This design comes from an exercise in tuning for small area, a short achievable clock period and few clock cycles on the open sky130 flow, not from production work.

== before ==
==> flow/design.v <==
module HT_TOP(
    input clk,
    input rst_n,
    input in_valid,
    input [2:0] in_weight,
    input out_mode,
    output reg out_valid,
    output reg out_code
);
function [3:0] add3(input [2:0] a, input [2:0] b);
    reg [2:0] g, p; reg [3:0] c;
    begin
        g = a & b; p = a ^ b;
        c[0] = 1'b0;
        c[1] = g[0];
        c[2] = g[1] | (p[1] & g[0]);
        c[3] = g[2] | (p[2] & g[1]) | (p[2] & p[1] & g[0]);
        add3 = {c[3], p ^ c[2:0]};
    end
endfunction
function [5:0] add6(input [5:0] a, input [5:0] b);
    reg [5:0] g, p, c;
    begin
        g = a & b; p = a ^ b;
        c[0] = 1'b0;
        c[1] = g[0];
        c[2] = g[1] | (p[1] & g[0]);
        c[3] = g[2] | (p[2] & g[1]) | (p[2] & p[1] & g[0]);
        c[4] = g[3] | (p[3] & g[2]) | (p[3] & p[2] & g[1]) | (p[3] & p[2] & p[1] & g[0]);
        c[5] = g[4] | (p[4] & g[3]) | (p[4] & p[3] & g[2]) | (p[4] & p[3] & p[2] & g[1])
             | (p[4] & p[3] & p[2] & p[1] & g[0]);
        add6 = p ^ c;
    end
endfunction
function ge6(input [5:0] a, input [5:0] b);
    reg [5:0] gt, lt;
    begin
        gt = a & ~b; lt = ~a & b;
        ge6 = ~(lt[5] | (~gt[5] & (lt[4] | (~gt[4] & (lt[3] | (~gt[3] &
              (lt[2] | (~gt[2] & (lt[1] | (~gt[1] & lt[0]))))))))));
    end
endfunction
localparam IDLE = 2'd0, IN = 2'd1, MERGE = 2'd2, OUT = 2'd3;
reg [1:0] phase;
reg       in_phase;        
reg [2:0] cnt;             
reg       iv;              
reg       mode;            
reg [5:0] w [0:7];
reg [4:0] m [0:7];
reg [5:0] Y;               
reg [6:0] cr [0:4];        
reg [4:0] rootbit;         
reg       rb;              
reg [4:0] coh;             
always @(posedge clk or negedge rst_n) begin
    if (!rst_n)
        iv <= 1'b0;
    else
        iv <= in_valid;
end
always @(posedge clk)
    if (in_valid && !iv)
        mode <= out_mode;
reg [4:0] leaf_m;
always @(*) begin
    leaf_m = 5'd0;
    if (!mode) begin
        case (cnt)
            3'd4: leaf_m = 5'b00001;
            3'd5: leaf_m = 5'b00010;
            3'd6: leaf_m = 5'b00100;
            3'd7: leaf_m = 5'b01000;
            3'd3: leaf_m = 5'b10000;
            default: leaf_m = 5'd0;
        endcase
    end else begin
        case (cnt)
            3'd4: leaf_m = 5'b00001;
            3'd2: leaf_m = 5'b00010;
            3'd5: leaf_m = 5'b00100;
            3'd0: leaf_m = 5'b01000;
            3'd1: leaf_m = 5'b10000;
            default: leaf_m = 5'd0;
        endcase
    end
end
wire [2:0] nv = in_phase ? cnt : 3'd6 - cnt;
wire [7:0] st;
genvar g;
generate
    for (g = 0; g < 8; g = g + 1) begin : cmp
        assign st[g] = (g < nv) && ge6(w[g], Y);
    end
endgenerate
reg [4:0] mA, mB;          
reg [5:0] wC, wD;          
reg       sD;              
always @(*) begin
    case (cnt)
        3'd0: begin mA = m[7]; mB = m[6]; wC = w[5]; wD = w[4]; sD = st[4]; end
        3'd1: begin mA = m[6]; mB = m[5]; wC = w[4]; wD = w[3]; sD = st[3]; end
        3'd2: begin mA = m[5]; mB = m[4]; wC = w[3]; wD = w[2]; sD = st[2]; end
        3'd3: begin mA = m[4]; mB = m[3]; wC = w[2]; wD = w[1]; sD = st[1]; end
        3'd4: begin mA = m[3]; mB = m[2]; wC = w[1]; wD = w[0]; sD = st[0]; end
        default: begin mA = m[2]; mB = m[1]; wC = w[0]; wD = w[0]; sD = st[0]; end
    endcase
end
wire [4:0] mAB = mA | mB;
wire [10:0] dN = {in_phase ? leaf_m : mAB, Y};
generate
    for (g = 0; g < 8; g = g + 1) begin : upd
        wire up = (g == 0) ? 1'b1 : st[g-1];
        wire [10:0] cur = {m[g], w[g]};
        wire [10:0] abv;
        if (g == 0) begin : top
            assign abv = cur;
        end else begin : rest
            assign abv = {m[g-1], w[g-1]};
        end
        wire [10:0] nxt = ({11{st[g]}} & cur) | ({11{~st[g] & up}} & dN)
                        | ({11{~up}} & abv);
        always @(posedge clk) begin
            w[g] <= nxt[5:0];
            m[g] <= nxt[10:6];
        end
    end
endgenerate
wire [3:0] s_in_a = add3(Y[2:0], w[6][2:0]);
wire [3:0] s_in_b = add3(w[6][2:0], w[5][2:0]);
wire [5:0] s_m_a = add6(Y, wC);
wire [5:0] s_m_b = add6(wC, wD);
wire [5:0] s_next = in_phase ? (st[5] ? {2'd0, s_in_a} : {2'd0, s_in_b})
                             : (sD ? s_m_a : s_m_b);
wire fuse = (phase == MERGE) && (cnt == 3'd5);
wire ip_next = !((phase == IN && cnt == 3'd7) || (phase == MERGE && !fuse));
always @(posedge clk)
    Y <= ip_next ? {3'd0, in_weight} : s_next;
integer j;
always @(posedge clk) begin
    for (j = 0; j < 5; j = j + 1) begin
        if (phase == IDLE || phase == IN)
            cr[j] <= 7'd1;
        else if (phase == MERGE) begin
            if (mAB[j])
                cr[j] <= {cr[j][5:0], mA[j]};
            if (fuse)
                rootbit[j] <= ~(mAB[j] ^ st[0]);
        end else if (coh[j] && !rb)
            cr[j] <= {1'b0, cr[j][6:1]};
    end
end
reg [4:0] emp, lst, top;
always @(*) begin
    for (j = 0; j < 5; j = j + 1) begin
        emp[j] = (cr[j] == 7'd1);
        lst[j] = (cr[j][6:1] == 6'd1);
        top[j] = cr[j][0];
    end
end
wire cempty = |(coh & emp);
wire last = |(coh & lst);
wire adv = rb ? cempty : last;       
wire empty0 = (cr[0] == 7'd1) && !mAB[0];
always @(posedge clk or negedge rst_n) begin
    if (!rst_n) begin
        phase <= IDLE;
        out_valid <= 1'b0;
        out_code <= 1'b0;
    end else begin
        case (phase)
            IDLE: begin
                out_valid <= 1'b0;
                if (iv) phase <= IN;
            end
            IN: begin
                if (cnt == 3'd7) phase <= MERGE;
            end
            MERGE: begin
                if (fuse) begin
                    phase <= OUT;
                    out_valid <= 1'b1;
                    out_code <= ~(mAB[0] ^ st[0]);
                end
            end
            OUT: begin
                out_code <= |(coh & (rb ? rootbit : top));
                if (adv && coh[4]) phase <= IDLE;
            end
        endcase
    end
end
always @(posedge clk or negedge rst_n) begin
    if (!rst_n)
        in_phase <= 1'b1;
    else
        in_phase <= ip_next;
end
always @(posedge clk or negedge rst_n) begin
    if (!rst_n)
        cnt <= 3'd0;
    else if ((phase == IDLE && iv) || phase == IN || (phase == MERGE && !fuse))
        cnt <= cnt + 3'd1;
    else if (fuse)
        cnt <= 3'd0;
end
always @(posedge clk) begin
    case (phase)
        MERGE: begin
            coh <= empty0 ? 5'b00010 : 5'b00001;
            rb <= empty0;
        end
        OUT: begin
            if (adv) begin
                coh <= {coh[3:0], 1'b0};
                rb <= 1'b1;
            end else
                rb <= 1'b0;
        end
        default: ;
    endcase
end
endmodule
export LEC_CHECK = 0
export ABC_AREA = 1
export CAP_MARGIN = 20
export CORE_MARGIN = 2
export CORE_UTILIZATION = 40
export SETUP_SLACK_MARGIN = 3.85
export SLEW_MARGIN = 20
create_clock -name core_clock -period 6.0 [get_ports {clk}]
run.sh (not shown) runs the stock make flow with config.mk's settings and CLKGATE_MAP_FILE= SYNTH_SCRIPT=/design/flow/synth_recipe.tcl, a recipe that flattens the netlist after the stock synthesis.
Changes in after relative to before:
--- a/flow/design.v
+++ b/flow/design.v
@@ -86,24 +86,27 @@
     end
 end
-wire [2:0] nv = in_phase ? cnt : 3'd6 - cnt;
 wire [7:0] st;
 genvar g;
 generate
     for (g = 0; g < 8; g = g + 1) begin : cmp
-        assign st[g] = (g < nv) && ge6(w[g], Y);
+        assign st[g] = (in_phase ? (cnt > g) : (cnt < 6 - g)) && ge6(w[g], Y);
     end
 endgenerate
+wire [5:0] t1 = {cnt == 3'd5, cnt == 3'd4, cnt == 3'd3, cnt == 3'd2, cnt == 3'd1, cnt == 3'd0};
 reg [4:0] mA, mB;          
 reg [5:0] wC, wD;          
 reg       sD;              
+integer q;
 always @(*) begin
-    case (cnt)
-        3'd0: begin mA = m[7]; mB = m[6]; wC = w[5]; wD = w[4]; sD = st[4]; end
-        3'd1: begin mA = m[6]; mB = m[5]; wC = w[4]; wD = w[3]; sD = st[3]; end
-        3'd2: begin mA = m[5]; mB = m[4]; wC = w[3]; wD = w[2]; sD = st[2]; end
-        3'd3: begin mA = m[4]; mB = m[3]; wC = w[2]; wD = w[1]; sD = st[1]; end
-        3'd4: begin mA = m[3]; mB = m[2]; wC = w[1]; wD = w[0]; sD = st[0]; end
-        default: begin mA = m[2]; mB = m[1]; wC = w[0]; wD = w[0]; sD = st[0]; end
-    endcase
+    mA = 5'd0; mB = 5'd0; wC = 6'd0; wD = 6'd0; sD = 1'b0;
+    for (q = 0; q < 6; q = q + 1) begin
+        mA = mA | ({5{t1[q]}} & m[7-q]);
+        mB = mB | ({5{t1[q]}} & m[6-q]);
+        if (q < 5) begin
+            wC = wC | ({6{t1[q]}} & w[5-q]);
+            wD = wD | ({6{t1[q]}} & w[4-q]);
+            sD = sD | (t1[q] & st[4-q]);
+        end
+    end
 end
 wire [4:0] mAB = mA | mB;
## What came out
- after: count of buffer and inverter cells on the critical path is 4 lower than what before reported.
- before → after: area growth from synthesis to layout now larger, number of tap instances rose by 5.
- Across both runs, count of clock-net buffers in the final layout was higher for after than for before.
- Taking before as the reference, in after worst setup slack now larger; average wire per cell in the routed design went up 4.5%; layout net count went up 45; maximum number of pins on one net before global-route repair fell 18.
- Busiest metal layer after global routing: met1 -> after, met2 -> before
- Looking at fraction of standard cell area in multi-input logic, after sits below before.
- Comparing after and before, first-pass GRT wire length is higher on after.
- In the reports, the flip-flop count of after exceeds that of before.
No run of this note included a check of the RTL's function; only the layout flow was run.

========
Setup of run B:
HT_TOP, a different RTL version from the one above (not shown whole).
Size: ~9500 um^2 of cells after synthesis.
==> module HT_TOP, before the edit <==
module HT_TOP(
    input clk,
    input rst_n,
    input in_valid,
    input [2:0] in_weight,
    input out_mode,
    output reg out_valid,
    output reg out_code
);
localparam IDLE = 2'd0, IN = 2'd1, MERGE = 2'd2, OUT = 2'd3;
reg [1:0] phase;
reg [2:0] cnt;
reg [2:0] cur;
reg       mode;
reg [5:0] w [0:7];
reg [4:0] m [0:7];
reg [5:0] S;               
reg [7:0] cr [0:4];        
wire in_phase = (phase != MERGE);
wire [2:0] k = (phase == IN) ? cnt : 3'd0;    
wire md = (phase == IN) ? mode : out_mode;
reg [4:0] leaf_m;
always @(*) begin
    leaf_m = 5'd0;
    if (!md) begin
        case (k)
            3'd4: leaf_m = 5'b00001;
            3'd5: leaf_m = 5'b00010;
            3'd6: leaf_m = 5'b00100;
            3'd7: leaf_m = 5'b01000;
            3'd3: leaf_m = 5'b10000;
            default: leaf_m = 5'd0;
        endcase
    end else begin
        case (k)
            3'd4: leaf_m = 5'b00001;
            3'd2: leaf_m = 5'b00010;
            3'd5: leaf_m = 5'b00100;
            3'd0: leaf_m = 5'b01000;
            3'd1: leaf_m = 5'b10000;
            default: leaf_m = 5'd0;
        endcase
    end
end
wire [5:0] x = {3'd0, in_weight};
wire [9:0] st, c;
genvar g;
generate
    for (g = 0; g < 8; g = g + 1) begin : cmp
        assign st[g] = (k > 7 - g) && (w[g] >= x);
        assign c[g]  = (w[g] >= S);
    end
endgenerate
assign st[9:8] = 2'b11;
assign c[9:8]  = 2'b11;
wire [5:0] nw = in_phase ? x : S;
wire [4:0] nm = in_phase ? leaf_m : (m[0] | m[1]);
wire [5:0] wx [0:9];
wire [4:0] mx [0:9];
generate
    for (g = 0; g < 8; g = g + 1) begin : ext
        assign wx[g] = w[g];
        assign mx[g] = m[g];
    end
endgenerate
assign wx[8] = 6'h3f; assign wx[9] = 6'h3f;
assign mx[8] = 5'd0;  assign mx[9] = 5'd0;
integer i;
always @(posedge clk) begin
    for (i = 0; i < 8; i = i + 1) begin
        if (in_phase) begin
            if (st[i]) begin
                w[i] <= wx[i];  m[i] <= mx[i];
            end else if (st[i+1]) begin
                w[i] <= nw;     m[i] <= nm;
            end else begin
                w[i] <= wx[i+1]; m[i] <= mx[i+1];
            end
        end else begin
            if (i > 0 && c[i+1]) begin
                w[i] <= wx[i+1]; m[i] <= mx[i+1];
            end else if (c[i+2]) begin
                w[i] <= nw;      m[i] <= nm;
            end else begin
                w[i] <= wx[i+2]; m[i] <= mx[i+2];
            end
        end
    end
    if (in_phase)
        S <= st[2] ? (x + w[1]) : (w[1] + w[2]);
    else
        S <= c[3] ? (S + w[2]) : (w[2] + w[3]);
end
wire root = (phase == MERGE) && (cnt == 3'd6);
integer j;
always @(posedge clk) begin
    for (j = 0; j < 5; j = j + 1) begin
        if (phase == IDLE || phase == IN)
            cr[j] <= 8'd1;
        else if (phase == MERGE) begin
            if ((m[0][j] | m[1][j]) && !(root && j == 0))
                cr[j] <= {cr[j][6:0], m[0][j]};
        end else if (cur == j)
            cr[j] <= {1'b0, cr[j][7:1]};
    end
end
wire [7:0] ccur = cr[cur];
wire last = (ccur[7:1] == 7'd1);
always @(posedge clk or negedge rst_n) begin
    if (!rst_n) begin
        phase <= IDLE;
        out_valid <= 1'b0;
        out_code <= 1'b0;
    end else begin
        case (phase)
            IDLE: begin
                out_valid <= 1'b0;
                if (in_valid) phase <= IN;
            end
            IN: begin
                if (cnt == 3'd7) phase <= MERGE;
            end
            MERGE: begin
                if (root) begin
                    phase <= OUT;
                    out_valid <= 1'b1;
                    out_code <= m[0][0];
                end
            end
            OUT: begin
                out_code <= ccur[0];
                if (last && cur == 3'd4) phase <= IDLE;
            end
        endcase
    end
end
always @(posedge clk) begin
    case (phase)
        IDLE: begin
            cnt <= 3'd1;
            mode <= out_mode;
        end
        IN: cnt <= cnt + 3'd1;
        MERGE: begin
            cnt <= cnt + 3'd1;
            cur <= (cr[0] == 8'd1) ? 3'd1 : 3'd0;
        end
        OUT: if (last) cur <= cur + 3'd1;
    endcase
end
endmodule
make LEC_CHECK=0 CAP_MARGIN=20 CORE_MARGIN=2 CORE_UTILIZATION=40 SETUP_SLACK_MARGIN=3.6 SLEW_MARGIN=20 finish   # period 6.0 ns
Run B: no failed stages, no open violations at the end
#### Input delta (run A over run B)
--- a/flow/design.v
+++ b/flow/design.v
@@ -8,4 +8,44 @@
     output reg out_code
 );
+function [3:0] add3(input [2:0] a, input [2:0] b);
+    reg [2:0] g, p; reg [3:0] c;
+    begin
+        g = a & b; p = a ^ b;
+        c[0] = 1'b0;
+        c[1] = g[0];
+        c[2] = g[1] | (p[1] & g[0]);
+        c[3] = g[2] | (p[2] & g[1]) | (p[2] & p[1] & g[0]);
+        add3 = {c[3], p ^ c[2:0]};
+    end
+endfunction
+function [5:0] add6(input [5:0] a, input [5:0] b);
+    reg [5:0] g, p, c;
+    begin
+        g = a & b; p = a ^ b;
+        c[0] = 1'b0;
+        c[1] = g[0];
+        c[2] = g[1] | (p[1] & g[0]);
+        c[3] = g[2] | (p[2] & g[1]) | (p[2] & p[1] & g[0]);
+        c[4] = g[3] | (p[3] & g[2]) | (p[3] & p[2] & g[1]) | (p[3] & p[2] & p[1] & g[0]);
+        c[5] = g[4] | (p[4] & g[3]) | (p[4] & p[3] & g[2]) | (p[4] & p[3] & p[2] & g[1])
+             | (p[4] & p[3] & p[2] & p[1] & g[0]);
+        add6 = p ^ c;
+    end
+endfunction
+function ge3(input [2:0] a, input [2:0] b);
+    reg [2:0] gt, lt;
+    begin
+        gt = a & ~b; lt = ~a & b;
+        ge3 = ~(lt[2] | (~gt[2] & (lt[1] | (~gt[1] & lt[0]))));
+    end
+endfunction
+function ge6(input [5:0] a, input [5:0] b);
+    reg [5:0] gt, lt;
+    begin
+        gt = a & ~b; lt = ~a & b;
+        ge6 = ~(lt[5] | (~gt[5] & (lt[4] | (~gt[4] & (lt[3] | (~gt[3] &
+              (lt[2] | (~gt[2] & (lt[1] | (~gt[1] & lt[0]))))))))));
+    end
+endfunction
 localparam IDLE = 2'd0, IN = 2'd1, MERGE = 2'd2, OUT = 2'd3;
 reg [1:0] phase;
@@ -48,6 +88,6 @@
 generate
     for (g = 0; g < 8; g = g + 1) begin : cmp
-        assign st[g] = (k > 7 - g) && (w[g] >= x);
-        assign c[g]  = (w[g] >= S);
+        assign st[g] = (k > 7 - g) && ge3(w[g][2:0], in_weight);
+        assign c[g]  = ge6(w[g], S);
     end
 endgenerate
@@ -66,4 +106,8 @@
 assign wx[8] = 6'h3f; assign wx[9] = 6'h3f;
 assign mx[8] = 5'd0;  assign mx[9] = 5'd0;
+wire [3:0] s_in_a = add3(in_weight, w[1][2:0]);
+wire [3:0] s_in_b = add3(w[1][2:0], w[2][2:0]);
+wire [5:0] s_m_a = add6(S, w[2]);
+wire [5:0] s_m_b = add6(w[2], w[3]);
 integer i;
 always @(posedge clk) begin
@@ -88,7 +132,7 @@
     end
     if (in_phase)
-        S <= st[2] ? (x + w[1]) : (w[1] + w[2]);
+        S <= st[2] ? {2'd0, s_in_a} : {2'd0, s_in_b};
     else
-        S <= c[3] ? (S + w[2]) : (w[2] + w[3]);
+        S <= c[3] ? s_m_a : s_m_b;
 end
 wire root = (phase == MERGE) && (cnt == 3'd6);
Across run B and run A, none had a timing, DRC or antenna violation. Wire: run A routes less than run B. Run A vs run B on largest net degree at the start of global routing: run A is the higher one. Between run B and run A, upper clock frequency limit is lower for run B, run A comes in above that. Run A vs. run B: portion of the layout cell area used by clock cells +0.22 points; portion of the clock cycle consumed by the worst path in the final layout -11 points; clock input transition at the sequential cells of the worst setup and hold paths ~0 delta. Re synthesis-to-finish area growth: run B and run A aren't equal, and the higher value belongs to run B. Row fraction of standard cell area in multi-input logic: run A lower / run B higher. Compared with run B, run A shows total via count in the routed design lower by about 5.6%. NOTE weighted congestion at the end of routability-driven global placement run B->run A increased slightly. | initial cell density of the core | run A vs run B | ≈ equal |.
Function was not checked in any run of this note: the RTL went through the layout flow alone.

==> port drivers added, routing unchanged <==
No port has a modelled driver above. Below, the same layouts with a new extraction and two added sets of constraints.
Step 1 assumes that a clkbuf_16 drives the clock port and a buf_2 every other input.
Step 2 moves the port delays by t, midway between the first and last clock arrival at a register: inputs arrive t later, outputs are due t later. That takes back most of the time a late clock gives input paths.
Three values: ideal, step 1, step 2; two values: the first two.
| run | t (ns) | setup WS [ns] | hold WS [ns] | cell pins on the clock port's net |
|---|---|---|---|---|
| before | 0.482 | 2.970 / 2.970 / 2.970 | 0.465 / 0.465 / 0.465 | 1 |
| after | 0.476 | 3.139 / 3.139 / 3.139 | 0.468 / 0.468 / 0.468 | 1 |
| run B | 0.475 | 2.810 / 2.828 / 2.353 | 0.481 / 0.481 / 0.481 | 1 |
| run A | 0.473 | 3.491 / 3.478 / 3.005 | 0.462 / 0.462 / 0.462 | 1 |
After both steps every run listed still meets setup and hold. For run A, which loses most, drivers alone change the setup slack by -0.013 ns; drivers and shift together by -0.486 ns.
